What follows belongs to an exercise in optimizing a design on an open flow for small area; a production flow would make more cautious choices. Where RTL was checked, it was by simulation tests only, not by an equivalence proof against the original.

## Kitchen_Timer
module Kitchen_Timer(
	input [5:0] num,
	input un_start, un_pause, un_reset, un_get_min, un_get_sec,
	input fast, up, clk,
	input rst,
	output led,
	output [3:0] AN,
	output [6:0] disp,
	output HS, VS,
	output [2:0] R, G,
	output [1:0] B
);
Size: ~6600 um^2 of cells after synthesis.
==> flow/config.mk <==
export PLATFORM = sky130hd
export DESIGN_NAME = Kitchen_Timer
export DESIGN_NICKNAME = Kitchen_Timer
export VERILOG_FILES = /design/flow/design.v
export SDC_FILE = /design/flow/constraint.sdc
export NUM_CORES = 4
export LEC_CHECK = 0
export CAP_MARGIN = 20
export CORE_MARGIN = 2
export CORE_UTILIZATION = 40
export PLACE_DENSITY = 0.6
export SLEW_MARGIN = 20
==> flow/constraint.sdc <==
create_clock -name core_clock -period 10.0 [get_ports {clk}]
set_input_delay 2.0000 -clock core_clock [delete_from_list [all_inputs] [get_ports {clk}]]
set_output_delay 2.0000 -clock core_clock [all_outputs]
set_load 0.01 [all_outputs]
standard.sh (not shown) runs the stock make flow with config.mk's settings and CLKGATE_MAP_FILE= SYNTH_SCRIPT=/design/flow/synth_recipe.tcl, a recipe that flattens the netlist after the stock synthesis.
==> flow/flow/run.sh <==
#!/bin/bash
# The standard layout (standard.sh) with these changes:
#  - synthesis: synth_recipe.tcl unchanged except that its abc call uses flow/area.abc,
#    an area-oriented script (deepsyn, then area-recovering mapping), instead of ORFS's
#    speed script; the flip-flops and their names come from the same earlier passes;
#  - after floorplan, combinational cells go to their smallest size (flow/downsize.tcl);
#  - port buffers are buf_1;
#  - the clock tree uses clkbuf_8 and no dummy loads.
set -euo pipefail
here=$(pwd)
sed "1a proc abc {args} { set i [lsearch \$args -script]; if {\$i >= 0} { lset args [expr {\$i + 1}] $here/flow/area.abc }; yosys abc {*}\$args }" \
  synth_recipe.tcl > area_synth.tcl
bash standard.sh \
  SYNTH_SCRIPT="$here/area_synth.tcl" \
  POST_FLOORPLAN_TCL="$here/flow/downsize.tcl" \
  BUFFER_PORTS_ARGS="-buffer_cell sky130_fd_sc_hd__buf_1" \
  CTS_ARGS="-sink_clustering_enable -repair_clock_nets -dont_use_dummy_load -buf_list sky130_fd_sc_hd__clkbuf_8" \
  finish > flow.log 2>&1
==> flow/flow/area.abc <==
strash
&get -n
&st
&deepsyn -T 120
&st
&dch
&nf -a -R 1000
&st
&dch
&nf -a -R 1000
&put
==> flow/flow/downsize.tcl <==
# Swap every combinational cell that synthesis sized up for the smallest cell of the
# same family (same function and pins); timing has ample slack at this clock period,
# and the later repair steps fix any slew or capacitance limit this breaks.
set n_swapped 0
foreach inst [[ord::get_db_block] getInsts] {
  set name [[$inst getMaster] getName]
  if {![regexp {^(sky130_fd_sc_hd__[a-z0-9]+)_([0-9]+)$} $name -> base size]} { continue }
  if {[regexp {__(df|edf|sdf|dl|tap|fill|decap|conb|diode)} $base]} { continue }
  set best $name
  set best_area [get_property [get_lib_cells $name] area]
  foreach lc [get_lib_cells ${base}_*] {
    set ln [get_name $lc]
    if {![regexp "^${base}_\[0-9\]+\$" $ln]} { continue }
    set a [get_property $lc area]
    if {$a < $best_area} { set best $ln; set best_area $a }
  }
  if {$best ne $name} {
    $inst swapMaster [[ord::get_db] findMaster $best]
    incr n_swapped
  }
}
puts "downsize: swapped $n_swapped cells to their smallest size"
==> next run, changes <==
==> flow/flow/run.sh (replaced) <==
#!/bin/bash
# Standard layout (standard.sh: the ORFS flow with the standard synthesis), with
# smaller port buffers, combinational cells at their smallest size after floorplan,
# and a clock tree of clkbuf_8 without dummy loads.
set -euo pipefail
here=$(pwd)
bash standard.sh \
  POST_FLOORPLAN_TCL="$here/flow/downsize.tcl" \
  BUFFER_PORTS_ARGS="-buffer_cell sky130_fd_sc_hd__buf_1" \
  CTS_ARGS="-sink_clustering_enable -repair_clock_nets -dont_use_dummy_load -buf_list sky130_fd_sc_hd__clkbuf_8" \
  finish > flow.log 2>&1
--- a/flow/flow/downsize.tcl
+++ b/flow/flow/downsize.tcl
@@ -18 +18 @@
-    $inst swapMaster [[ord::get_db] findMaster $best]
+    replace_cell $inst [get_lib_cells $best]
removed: flow/flow/area.abc
The changed run stopped in floorplan, error STA-0124.
Area after synthesis came out higher by 11%.
Synthesized cell count came out higher by about 14%.
==> next run, changes <==
--- a/flow/flow/downsize.tcl
+++ b/flow/flow/downsize.tcl
@@ -18 +18 @@
-    replace_cell $inst [get_lib_cells $best]
+    $inst swapMaster [[ord::get_db] findMaster $best]
Result: The new run went through all stages and came out clean; area after synthesis is unchanged; synthesized cell count is unchanged.

---

Setup of build 61:
Kitchen_Timer, a different RTL version from the one above (not shown whole).
Size in the first run: ~870 cells after synthesis, about 37 I/O pins, about 7400 um2 of cells after synthesis.
==> flow/config.mk <==
export PLATFORM = sky130hd
export DESIGN_NAME = Kitchen_Timer
export DESIGN_NICKNAME = Kitchen_Timer
export VERILOG_FILES = /design/flow/design.v
export SDC_FILE = /design/flow/constraint.sdc
export NUM_CORES = 4
export LEC_CHECK = 0
export CAP_MARGIN = 20
export CORE_MARGIN = 2
export CORE_UTILIZATION = 40
export PLACE_DENSITY = 0.6
export SLEW_MARGIN = 20
==> flow/constraint.sdc <==
create_clock -name core_clock -period 10.0 [get_ports {clk}]
set_input_delay 2.0000 -clock core_clock [delete_from_list [all_inputs] [get_ports {clk}]]
set_output_delay 2.0000 -clock core_clock [all_outputs]
set_load 0.01 [all_outputs]
==> flow/flow/run.sh <==
#!/bin/bash
# Standard layout (standard.sh: the ORFS flow with the standard synthesis), with
# smaller port buffers and a clock tree without dummy loads.
set -euo pipefail
bash standard.sh \
  BUFFER_PORTS_ARGS="-buffer_cell sky130_fd_sc_hd__buf_1" \
  CTS_ARGS="-sink_clustering_enable -repair_clock_nets -dont_use_dummy_load -buf_list sky130_fd_sc_hd__clkbuf_8" \
  finish > flow.log 2>&1
Here is what was changed in the inputs of build 13 compared with build 61.
- swapping 0.6 for 0.75 in PLACE_DENSITY
- swapping 40 for 60 in CORE_UTILIZATION
==> flow/flow/run.sh <==
#!/bin/bash
# Standard layout (standard.sh: the ORFS flow with the standard synthesis), with
# smaller port buffers and a clock tree without dummy loads.
set -euo pipefail
bash standard.sh \
  BUFFER_PORTS_ARGS="-buffer_cell sky130_fd_sc_hd__buf_1" \
  CTS_ARGS="-sink_clustering_enable -repair_clock_nets -dont_use_dummy_load -buf_list \"sky130_fd_sc_hd__clkbuf_4 sky130_fd_sc_hd__clkbuf_8\" -sink_clustering_size 30 -sink_clustering_max_diameter 100" \
  finish > flow.log 2>&1
Findings:
Synthesized-area fraction occupied by ao, oa, aoi and oai cells of build 61 is on par with build 13.
Build 61 → build 13: routability-driven placement congestion ratio shows an increase of 11%, count of state elements after synthesis did not really move.
Compared with build 61, build 13 shows horizontal die dimension lower by 18%.
Build 61 -> build 13: mean cell area of the mapped netlist delta 0, exact match
Height of the die, build 13 vs build 61: down by more than 10%
Lower count of standard-cell rows was reported by build 13, not build 61.
Out of build 13 and build 61, the only run to close with the timing, design-rule and antenna checks passing was build 61.
[build 13 vs build 61] starting density of the core: higher in build 13
No functional check of the RTL was part of any run of this note.

what the ideal ports hide:
The flow's constraints put no driver on any port. The routed layouts listed below were extracted and timed again, unchanged, in two steps. Step 1 assumes that a clkbuf_16 drives the clock port and a buf_2 every other input. Step 2 also shifts input and output timing later by t, the mid clock arrival at the registers, as if the neighbouring blocks saw the same clock. a / b / c = no drivers / after step 1 / after step 2; a / b = the first two.
| run | shift t [ns] | setup WS [ns] | worst hold slack (ns) | latest minus earliest clock arrival (ns) | worst slew at a driven data input, ns |
|---|---|---|---|---|---|
| the first run of note 1 | 0.464 | 4.958 / 4.970 / 4.506 | 0.401 / 0.401 / 0.401 | 0.043 / 0.044 | 0.03 |
| the third run of note 1 | 0.473 | 6.098 / 6.116 / 5.643 | 0.418 / 0.418 / 0.418 | 0.034 / 0.034 | 0.03 |
| build 61 | 0.473 | 5.917 / 5.923 / 5.450 | 0.418 / 0.418 / 0.418 | 0.045 / 0.046 | 0.03 |
After both steps every run listed still meets setup and hold. For build 61, which loses most, drivers alone change the setup slack by +0.006 ns; drivers and shift together by -0.467 ns.
